This is an optimization exercise on Yosys and OpenROAD, whose aim is small area, not a production implementation. In this exercise RTL edits were held to simulation tests only and were not proved equivalent to the original. No activity file was given, so power comes from the tool's default toggle rates.

==> maple: inputs <==
// Convolution3x3
module Convolution3x3 (
    input clk,               
    input rst_n,             
    input [71:0] input_patch,  
    input [71:0] kernel,       
    input [7:0] bias,        
    output reg [9:0] output_pixel   
);
Settings: LEC_CHECK=0, CAP_MARGIN=20, CORE_MARGIN=2, CORE_UTILIZATION=40, CTS_BUF_LIST=sky130_fd_sc_hd__clkbuf_2, SLEW_MARGIN=20, SYNTH_HIERARCHICAL=1, SYNTH_MINIMUM_KEEP_SIZE=0; clock period 10.0 ns.
standard.sh (not shown) runs the stock make flow with config.mk's settings and CLKGATE_MAP_FILE= SYNTH_SCRIPT=/design/flow/synth_recipe.tcl, a recipe that flattens the netlist after the stock synthesis.
==> flow/flow/run.sh <==
#!/bin/bash
set -euo pipefail
bash standard.sh "BUFFER_PORTS_ARGS=-buffer_cell sky130_fd_sc_hd__buf_1" "CTS_ARGS=-sink_clustering_enable -sink_clustering_size 50 -sink_clustering_max_diameter 500 -buf_list sky130_fd_sc_hd__clkbuf_4 -repair_clock_nets" finish > standard_sh.log 2>&1
==> cedar (differences from maple) <==
==> flow/flow/run.sh (replaced) <==
#!/bin/bash
# Standard ORFS layout (the standard.sh, standard synthesis unchanged), with every
# input and output port buffered by the smallest buffer, sky130_fd_sc_hd__buf_1.
set -euo pipefail
bash standard.sh "BUFFER_PORTS_ARGS=-buffer_cell sky130_fd_sc_hd__buf_1" finish > standard_sh.log 2>&1
==> quartz (differences from maple) <==
==> flow/flow/run.sh (replaced) <==
#!/bin/bash
# Standard ORFS layout (the standard.sh, standard synthesis unchanged), with every
# input and output port buffered by the smallest buffer, sky130_fd_sc_hd__buf_1.
set -euo pipefail
bash standard.sh "BUFFER_PORTS_ARGS=-buffer_cell sky130_fd_sc_hd__buf_1" finish > standard_sh.log 2>&1
--- a/flow/config.mk
+++ b/flow/config.mk
@@ -8,7 +8,7 @@
 export CAP_MARGIN = 20
 export CORE_MARGIN = 2
 export CORE_UTILIZATION = 40
-export CTS_BUF_LIST = sky130_fd_sc_hd__clkbuf_2
+export CTS_BUF_LIST = sky130_fd_sc_hd__clkbuf_4
 export SLEW_MARGIN = 20
 export SYNTH_HIERARCHICAL = 1
 export SYNTH_MINIMUM_KEEP_SIZE = 0
==> comparison table <==
quantity	quartz	maple	cedar
Post-detailed-route wirelength per cell	16.9 um	16.9 um	16.9 um
Total routed wire length on the met1 layer	7.99 mm	7.99 mm	7.98 mm
Root Buffer	sky130_fd_sc_hd__clkbuf_4	sky130_fd_sc_hd__clkbuf_4	sky130_fd_sc_hd__clkbuf_2
Power after layout	2420 uW	2420 uW	2420 uW
VDD IR max	698 uV	698 uV	674 uV
Worst endpoint required time	10.13 ns	10.13 ns	10.11 ns
Worst setup slack after layout	3.19 ns	3.19 ns	3.18 ns
Area grow syn2layout	13.5%	13.5%	13.4%
Outcome	no timing/DRC/antenna violations	no timing/DRC/antenna violations	no timing/DRC/antenna violations
Number of filler cells placed in the layout	1,619	1,619	1,621
Final standard cell utilization of the core	46.8%	46.8%	46.7%
Share of the final layout cell area in multi-input gates	85.7%	85.7%	85.8%
Clock network area share	0.302%	0.302%	0.202%
Least-Margin Pin Slew	0.626 ns	0.626 ns	0.624 ns
Proportion of power drawn by the clock network	1.0%	1.0%	0.8%
Switching fraction of total power	52.6%	52.6%	52.7%
Sw power	1270 uW	1270 uW	1270 uW
Internal Power	1150 uW	1150 uW	1140 uW
Clock transition at path regs	0.05 ns	0.05 ns	0.07 ns
Power Dens Cells	325 nW/um2	325 nW/um2	325 nW/um2
Sequential portion of the cell area	2.15%	2.15%	2.15%
P_leak	0.00263 uW	0.00263 uW	0.00263 uW
Fin area	7460 um2	7460 um2	7450 um2
F_max	147 MHz	147 MHz	147 MHz
Met3 wire length	900 um	900 um	904 um
Met2 routed wirelength	8.82 mm	8.82 mm	8.82 mm

* * *

==> try-indigo: inputs <==
Convolution3x3 again, from the RTL that the note above started with.
==> flow/config.mk <==
export PLATFORM = sky130hd
export DESIGN_NAME = Convolution3x3
export DESIGN_NICKNAME = Convolution3x3
export VERILOG_FILES = /design/flow/design.v
export SDC_FILE = /design/flow/constraint.sdc
export NUM_CORES = 4
export LEC_CHECK = 0
export CAP_MARGIN = 20
export CORE_MARGIN = 2
export CORE_UTILIZATION = 40
export CTS_BUF_LIST = sky130_fd_sc_hd__clkbuf_2
export SLEW_MARGIN = 20
export SYNTH_HIERARCHICAL = 1
export SYNTH_MINIMUM_KEEP_SIZE = 0
==> flow/constraint.sdc <==
create_clock -name core_clock -period 10.0 [get_ports {clk}]
set_input_delay 2.0000 -clock core_clock [delete_from_list [all_inputs] [get_ports {clk}]]
set_output_delay 2.0000 -clock core_clock [all_outputs]
set_load 0.01 [all_outputs]
==> flow/flow/run.sh <==
#!/bin/bash
set -euo pipefail
bash standard.sh "BUFFER_PORTS_ARGS=-buffer_cell sky130_fd_sc_hd__buf_1" "CTS_ARGS=-buf_list sky130_fd_sc_hd__clkbuf_4 -repair_clock_nets" finish > standard_sh.log 2>&1
==> try-zinc: changes against try-indigo <==
==> flow/run.sh (new file) <==
#!/bin/bash
# synth_recipe.tcl (not shown) runs the flow's synth.tcl, then flattens the netlist and writes it again
# the make line also repeats each setting of config.mk as NAME=value (left out here)
make -C /OpenROAD-flow-scripts/flow DESIGN_CONFIG=/design/flow/config.mk WORK_HOME=/design/flow/orfs CLKGATE_MAP_FILE= SYNTH_SCRIPT=/design/flow/synth_recipe.tcl finish
removed: flow/flow/run.sh
removed: flow/standard.sh
==> try-onyx: changes against try-indigo <==
==> flow/flow/run.sh (replaced) <==
#!/bin/bash
# Standard ORFS layout (the standard.sh, standard synthesis unchanged), with every
# input and output port buffered by the smallest buffer, sky130_fd_sc_hd__buf_1.
set -euo pipefail
bash standard.sh "BUFFER_PORTS_ARGS=-buffer_cell sky130_fd_sc_hd__buf_1" finish > standard_sh.log 2>&1
--- a/flow/config.mk
+++ b/flow/config.mk
@@ -9,5 +9,5 @@
 export CORE_MARGIN = 2
 export CORE_UTILIZATION = 40
-export CTS_BUF_LIST = sky130_fd_sc_hd__clkbuf_2
+export CTS_BUF_LIST = sky130_fd_sc_hd__clkbuf_8
 export SLEW_MARGIN = 20
 export SYNTH_HIERARCHICAL = 1
==> comparison table <==
	try-onyx	try-zinc	try-indigo
Max incr delay on CP	0.52 ns	0.74 ns	0.52 ns
Final RePlAce weighted congestion	0.939	0.895	0.939
Internal power	1.16 mW	1.20 mW	1.15 mW
Clock-cell share of area	0.552%	0.178%	0.302%
Summed area of non-filler cells in the final layout	7480 um2	8460 um2	7460 um2
Endpoint with the worst hold slack	output_pixel[5]	output_pixel[6]	output_pixel[5]
Highest Clock Rate	147 MHz	141 MHz	147 MHz
Multi-input logic portion of the cell area	85.5%	75.6%	85.7%
Fillers	1614	1490	1619
P_comb	2.32 mW	2.39 mW	2.33 mW
Root Buffer	clkbuf_8	clkbuf_2	clkbuf_4
All-Layer GR Usage	21.5%	25.3%	21.4%
Total wire length after detailed routing	17900 um	20800 um	17900 um
Total half-perimeter wirelength after legalization and detailed placement	16800 um	19300 um	16800 um
Clock network power share	1.6%	0.7%	1.0%
Outcome	no timing/DRC/antenna violations	no timing/DRC/antenna violations	no timing/DRC/antenna violations
Vias in the first global route	5620	5882	5618
Worst IR drop on VDD	0.673 mV	0.619 mV	0.698 mV
Switching power as a share of total power	52.4%	51.6%	52.6%
Average vias per placed instance	4.82	4.85	4.82
Clock Pin Slew Worst Setup and Hold Paths	0.04 ns	0.07 ns	0.05 ns
GR Layer Usage met3	1.69%	2.69%	1.69%

[separate check: timing with driven ports]
How much do the figures lean on ideal ports? The routed layouts below were timed once more, with nothing changed but the port constraints. Step 1 sets driving cells, clkbuf_16 on the clock port and buf_2 on the other inputs (assumed; they add their load-dependent delay and slew). Step 2 also shifts input and output timing later by t, the mid clock arrival at the registers, as if the neighbouring blocks saw the same clock. Three values: ideal, step 1, step 2; two values: the first two.
| run | t, ns | setup WS [ns] | hold slack, ns | worst data-port slew with drivers (ns) | pins driven straight from the clock port |
|---|---|---|---|---|---|
| maple | 0.262 | 3.193 / 3.187 / 2.926 | 2.092 / 2.100 / 2.361 | 0.05 | 1 |
| cedar | 0.238 | 3.178 / 3.172 / 2.934 | 2.109 / 2.117 / 2.355 | 0.05 | 1 |
| quartz | 0.262 | 3.193 / 3.187 / 2.926 | 2.092 / 2.100 / 2.361 | 0.05 | 1 |
| try-indigo | 0.262 | 3.193 / 3.187 / 2.926 | 2.092 / 2.100 / 2.361 | 0.05 | 1 |
| try-zinc | 0.241 | 2.913 / 2.905 / 2.664 | 2.483 / 2.489 / 2.730 | 0.05 | 1 |
| try-onyx | 0.247 | 3.182 / 3.179 / 2.931 | 2.107 / 2.112 / 2.359 | 0.05 | 1 |
After both steps every run listed still meets setup and hold.
